This design comes from an exercise in tuning for small area, a short achievable clock period and few clock cycles on the open sky130 flow, not from production work. The RTL was checked by simulation tests, not by an equivalence proof against the original design. Power and IR drop assume default switching activity.

Setup of before:
==> flow/design.v (excerpt) <==
module qdec_Arith_decoder (
    input  logic        clk,
    input  logic        rst_n,
    input  logic        arithInit,  
    input  logic        dec_run,    
    input  logic        EPMode,     
    input  logic [6:0]  ctxState,   
    output logic        dec_rdy,    
    output logic        ruiBin,
    output logic        ruiBin_vld,
    output logic [6:0]  ctxStateUpdate,
    input  logic [7:0]  bitstreamFetch,
    input  logic        bitstreamFetch_vld,
    output logic        bitstreamFetch_rdy
);
localparam logic [1:0] S_IDLE  = 2'd0;  
localparam logic [1:0] S_INIT0 = 2'd1;  
localparam logic [1:0] S_INIT1 = 2'd2;  
localparam logic [1:0] S_READY = 2'd3;  
logic [1:0]  state;
logic [15:0] uiDist;
logic [7:0]  uiRange;
logic [2:0]  bitsNeeded;  
logic        binVld;      
logic        binEp;
logic        binBorrow;   
logic [7:0]  binLps;
logic [2:0]  binLpsBits;  
logic        binRenorm;   
logic [1:0]  binQMps;     
logic [1:0]  binQLps;     
logic [6:0]  resState;    
logic [7:0]  byteBuf;
logic        byteVld;
logic [7:0]  byte0;         
logic [7:0]  byteNext;      
logic        fetch;
logic        popInit;       
logic        popBin;        
logic        keepByte;      
logic        haveByte;      
assign keepByte = byteVld & !popBin & !popInit;
assign bitstreamFetch_rdy = !keepByte;
assign fetch    = bitstreamFetch_vld & bitstreamFetch_rdy;
assign byte0    = byteBuf;
  ...
==> module qdec_Arith_decoder, before the edit <==
module qdec_Arith_decoder (
    input  logic        clk,
    input  logic        rst_n,
    input  logic        arithInit,  
    input  logic        dec_run,    
    input  logic        EPMode,     
    input  logic [6:0]  ctxState,   
    output logic        dec_rdy,    
    output logic        ruiBin,
    output logic        ruiBin_vld,
    output logic [6:0]  ctxStateUpdate,
    input  logic [7:0]  bitstreamFetch,
    input  logic        bitstreamFetch_vld,
    output logic        bitstreamFetch_rdy
);
localparam logic [1:0] S_IDLE  = 2'd0;  
localparam logic [1:0] S_INIT0 = 2'd1;  
localparam logic [1:0] S_INIT1 = 2'd2;  
localparam logic [1:0] S_READY = 2'd3;  
logic [1:0]  state;
logic [15:0] uiDist;
logic [7:0]  uiRange;
logic [2:0]  bitsNeeded;  
logic        binVld;      
logic        binEp;
logic        binBorrow;   
logic [7:0]  binLps;
logic [2:0]  binLpsBits;  
logic        binRenorm;   
logic [1:0]  binQMps;     
logic [1:0]  binQLps;     
logic [6:0]  resState;    
logic [7:0]  byteBuf;
logic        byteVld;
logic [7:0]  byte0;         
logic [7:0]  byteNext;      
logic        fetch;
logic        popInit;       
logic        popBin;        
logic        keepByte;      
logic        haveByte;      
assign keepByte = byteVld & !popBin & !popInit;
assign bitstreamFetch_rdy = !keepByte;
assign fetch    = bitstreamFetch_vld & bitstreamFetch_rdy;
assign byte0    = byteBuf;
assign byteNext = keepByte ? byteBuf : bitstreamFetch;
assign haveByte = keepByte | bitstreamFetch_vld;
always_ff @(posedge clk)
    if(!rst_n) byteVld <= 1'b0;
    else byteVld <= haveByte;
always_ff @(posedge clk)
    if(fetch) byteBuf <= bitstreamFetch;
logic [23:0] distX;
logic [8:0]  rangeMps;   
logic [9:0]  subHi;      
logic [9:0]  diffHi;
logic [23:0] distSel;
logic [8:0]  rangeSel;
logic [2:0]  shiftBy;
logic [23:0] distNext;
logic [8:0]  rangeNext;
logic [3:0]  bitsSum;
logic [15:0] curDist;    
logic [7:0]  curRange;
logic [1:0]  curQ;       
logic [2:0]  curBits;
logic [14:0] fillBits;
logic [15:0] curDistF;   
logic [7:0]  nextBits;
assign nextBits  = byte0 << bitsNeeded;
assign distX     = {uiDist, ~nextBits};
assign rangeMps  = {1'b1, uiRange} - {1'b0, binLps};
assign subHi     = binEp ? {2'b01, uiRange} : {1'b0, binLps, 1'b0};
assign diffHi    = distX[23:14] - subHi;
assign distSel   = binBorrow ? distX : {diffHi, distX[13:0]};
assign rangeSel  = binBorrow ? {1'b0, binLps} : rangeMps;
assign shiftBy   = binEp ? 3'd1 : binBorrow ? binLpsBits : {2'b00, binRenorm};
assign distNext  = distSel << shiftBy;
assign rangeNext = rangeSel << shiftBy;
assign bitsSum   = {1'b0, bitsNeeded} + {1'b0, shiftBy};
assign popBin    = binVld & (binEp ? (bitsNeeded == 3'd7) :
                            binBorrow ? ({1'b0, bitsNeeded} + {1'b0, binLpsBits} >= 4'd8) :
                            (binRenorm & (bitsNeeded == 3'd7)));
assign curDist   = binVld ? distNext[23:8] : uiDist;
assign curRange  = (binVld & !binEp) ? rangeNext[7:0] : uiRange;
assign curQ      = !(binVld & !binEp) ? uiRange[7:6] : binBorrow ? binQLps : binQMps;
assign curBits   = binVld ? bitsSum[2:0] : bitsNeeded;
assign fillBits  = {7'h0, byteNext} << curBits;
assign curDistF  = curDist & ~{9'h0, fillBits[14:8]};
logic accept;
assign dec_rdy  = (state == S_READY) & haveByte;
assign accept   = dec_run & dec_rdy;
logic [7:0]  uiLPS;
logic [2:0]  lpsBits;
logic [9:0]  epHi;
logic        borrow;
qdec_lps_tab u_lps(.i({ctxState[6:1], curQ}), .lps(uiLPS));
logic [8:0]  rangeNow;
logic [7:0]  rangeLpsNow;
assign rangeNow    = {1'b1, curRange} - {1'b0, uiLPS};
assign rangeLpsNow = uiLPS << lpsBits;
assign lpsBits = uiLPS[7] ? 3'd1 : uiLPS[6] ? 3'd2 : uiLPS[5] ? 3'd3 :
                 uiLPS[4] ? 3'd4 : uiLPS[3] ? 3'd5 : 3'd6;
assign epHi   = curDistF[15:6];
assign borrow = EPMode ? (epHi < {2'b01, curRange}) : (curDist[15:7] < {1'b0, uiLPS});
always_comb begin
    popInit = 1'b0;
    if(state == S_INIT0 || state == S_INIT1) popInit = byteVld;
end
always_ff @(posedge clk)
    if(!rst_n) state <= S_IDLE;
    else if(arithInit) state <= S_INIT0;
    else if(state == S_INIT0) begin
        if(popInit) state <= S_INIT1;
    end
    else if(state == S_INIT1) begin
        if(popInit) state <= S_READY;
    end
always_ff @(posedge clk)
    if(state == S_INIT0) begin
        if(popInit) uiDist[15:8] <= 8'hFE - byte0;
    end
    else if(state == S_INIT1) begin
        uiRange    <= 8'd254;  
        bitsNeeded <= 3'd0;
        if(popInit) uiDist[7:0] <= ~byte0;
    end
    else begin
        uiDist     <= haveByte ? curDistF : curDist;
        uiRange    <= curRange;
        bitsNeeded <= curBits;
    end
always_ff @(posedge clk)
    if(!rst_n) binVld <= 1'b0;
    else binVld <= accept;
always_ff @(posedge clk) begin
    binEp     <= EPMode;
    binBorrow <= borrow;
    binLps    <= uiLPS;
    binLpsBits <= lpsBits;
    binRenorm <= !rangeNow[8];
    binQMps   <= rangeNow[8] ? rangeNow[7:6] : rangeNow[6:5];
    binQLps   <= rangeLpsNow[7:6];
    resState  <= {ctxState[6:1], ctxState[0] & !EPMode};
end
logic [6:0] nxtMps;  
logic [6:0] nxtLps;  
logic [5:0] nxtLpsIdx;
assign nxtMps = {(resState[6:1] >= 6'd62) ? resState[6:1] : resState[6:1] + 6'd1, resState[0]};
qdec_nxt_lps_tab u_nxt_lps(.i(resState[6:1]), .nl(nxtLpsIdx));
assign nxtLps = {nxtLpsIdx, resState[0] ^ (resState[6:1] == 6'd0)};
assign ruiBin_vld     = binVld;
assign ruiBin         = resState[0] ^ binBorrow;
assign ctxStateUpdate = binBorrow ? nxtLps : nxtMps;
endmodule
make LEC_CHECK=0 ABC_AREA=1 CAP_MARGIN=20 CORE_MARGIN=2 CORE_UTILIZATION=50 SETUP_SLACK_MARGIN=3 SLEW_MARGIN=20 finish   # period 8.0 ns
run.sh (not shown) runs the stock make flow with config.mk's settings and CLKGATE_MAP_FILE= SYNTH_SCRIPT=/design/flow/synth_recipe.tcl, a recipe that flattens the netlist after the stock synthesis.
Testbench counts of before, summed over its fixed seeds: cycles 32,096.
The following lists how after was set up differently from before:
--- a/flow/design.v
+++ b/flow/design.v
@@ -28,9 +28,8 @@
 logic [2:0]  binLpsBits;  
 logic        binRenorm;   
-logic [1:0]  binQMps;     
-logic [1:0]  binQLps;     
 logic [6:0]  resState;    
-logic [7:0]  byteBuf;
-logic        byteVld;
+logic [1:0]  numByte;
+logic [7:0]  byteMem0, byteMem1;
+logic        rdPtr;
 logic [7:0]  byte0;         
 logic [7:0]  byteNext;      
@@ -38,17 +37,23 @@
 logic        popInit;       
 logic        popBin;        
-logic        keepByte;      
 logic        haveByte;      
-assign keepByte = byteVld & !popBin & !popInit;
-assign bitstreamFetch_rdy = !keepByte;
-assign fetch    = bitstreamFetch_vld & bitstreamFetch_rdy;
-assign byte0    = byteBuf;
-assign byteNext = keepByte ? byteBuf : bitstreamFetch;
-assign haveByte = keepByte | bitstreamFetch_vld;
+assign bitstreamFetch_rdy = (numByte != 2'd2);
+assign fetch = bitstreamFetch_vld & bitstreamFetch_rdy;
+assign byte0 = rdPtr ? byteMem1 : byteMem0;
+assign byteNext = (rdPtr ^ popBin) ? byteMem1 : byteMem0;
 always_ff @(posedge clk)
-    if(!rst_n) byteVld <= 1'b0;
-    else byteVld <= haveByte;
+    if(!rst_n) begin
+        numByte <= 2'd0;
+        rdPtr   <= 1'b0;
+    end
+    else begin
+        numByte <= numByte - {1'b0, popBin | popInit} + {1'b0, fetch};
+        rdPtr   <= rdPtr ^ popBin ^ popInit;
+    end
 always_ff @(posedge clk)
-    if(fetch) byteBuf <= bitstreamFetch;
+    if(fetch) begin
+        if(rdPtr ^ numByte[0]) byteMem1 <= bitstreamFetch;
+        else byteMem0 <= bitstreamFetch;
+    end
 logic [23:0] distX;
 logic [8:0]  rangeMps;   
@@ -63,5 +68,4 @@
 logic [15:0] curDist;    
 logic [7:0]  curRange;
-logic [1:0]  curQ;       
 logic [2:0]  curBits;
 logic [14:0] fillBits;
@@ -84,9 +88,9 @@
 assign curDist   = binVld ? distNext[23:8] : uiDist;
 assign curRange  = (binVld & !binEp) ? rangeNext[7:0] : uiRange;
-assign curQ      = !(binVld & !binEp) ? uiRange[7:6] : binBorrow ? binQLps : binQMps;
 assign curBits   = binVld ? bitsSum[2:0] : bitsNeeded;
 assign fillBits  = {7'h0, byteNext} << curBits;
 assign curDistF  = curDist & ~{9'h0, fillBits[14:8]};
 logic accept;
+assign haveByte = (numByte != 2'd0) & !(numByte == 2'd1 & popBin);
 assign dec_rdy  = (state == S_READY) & haveByte;
 assign accept   = dec_run & dec_rdy;
@@ -95,9 +99,5 @@
 logic [9:0]  epHi;
 logic        borrow;
-qdec_lps_tab u_lps(.i({ctxState[6:1], curQ}), .lps(uiLPS));
-logic [8:0]  rangeNow;
-logic [7:0]  rangeLpsNow;
-assign rangeNow    = {1'b1, curRange} - {1'b0, uiLPS};
-assign rangeLpsNow = uiLPS << lpsBits;
+qdec_lps_tab u_lps(.i({ctxState[6:1], curRange[7:6]}), .lps(uiLPS));
 assign lpsBits = uiLPS[7] ? 3'd1 : uiLPS[6] ? 3'd2 : uiLPS[5] ? 3'd3 :
                  uiLPS[4] ? 3'd4 : uiLPS[3] ? 3'd5 : 3'd6;
@@ -106,5 +106,5 @@
 always_comb begin
     popInit = 1'b0;
-    if(state == S_INIT0 || state == S_INIT1) popInit = byteVld;
+    if(state == S_INIT0 || state == S_INIT1) popInit = (numByte != 2'd0);
 end
 always_ff @(posedge clk)
@@ -139,7 +139,5 @@
     binLps    <= uiLPS;
     binLpsBits <= lpsBits;
-    binRenorm <= !rangeNow[8];
-    binQMps   <= rangeNow[8] ? rangeNow[7:6] : rangeNow[6:5];
-    binQLps   <= rangeLpsNow[7:6];
+    binRenorm <= (uiLPS > curRange);
     resState  <= {ctxState[6:1], ctxState[0] & !EPMode};
 end
## What came out
Ratio of total power to cell area: before and after compared, higher one is after. On total clock network power, after does worse than before. Between before and after, final area increased. Against before, after reports a global-route usage that is lower. Number of multi-input combinational cells went down by a few percent going from before to after. after vs before — critical path depth rose 12. Summary of the comparison: share of power burned in combinational logic is higher in after, relative to before. Reported for before and after, tap cell count turned out identical to the last digit. [after vs before] wire length: lower in after. before -> after: share of the synthesized area in compound gates (AO/OA/AOI/OAI) flat. Diff before -> after | synthesized cell count | decrease of about 2.2%. Post-layout utilization of the core was higher in the run labelled after. Going from before to after, number of buffers inserted by port buffering flat; proportion of power drawn by flip-flops and latches went down 1.5 points.
Testbench counts of after, summed over its fixed seeds: cycles 32,099.

[separate check: timing with driven ports]
In the flow no input, the clock included, has a driving cell. The finished layouts below were timed again as built, in two steps. Step 1: set_driving_cell puts a clkbuf_16 on clk and a buf_2 on each other input, an assumption about the parent block. Step 2, shift: input delay + t, output delay - t, t = (earliest + latest rising clock arrival at the registers) / 2. This alone moves slack from input paths to output paths. a / b / c = ideal ports / drivers / drivers and shift; a / b = the first two.
run	t (ns)	setup slack, ns	hold slack, ns
before	0.376	3.323 / 3.336 / 2.961	0.584 / 0.584 / 0.584
after	0.378	3.332 / 3.332 / 2.998	0.524 / 0.524 / 0.524
After both steps every run listed still meets setup and hold. The setup slack of before, which loses most, moves by +0.013 ns with the drivers and by -0.362 ns with both steps.
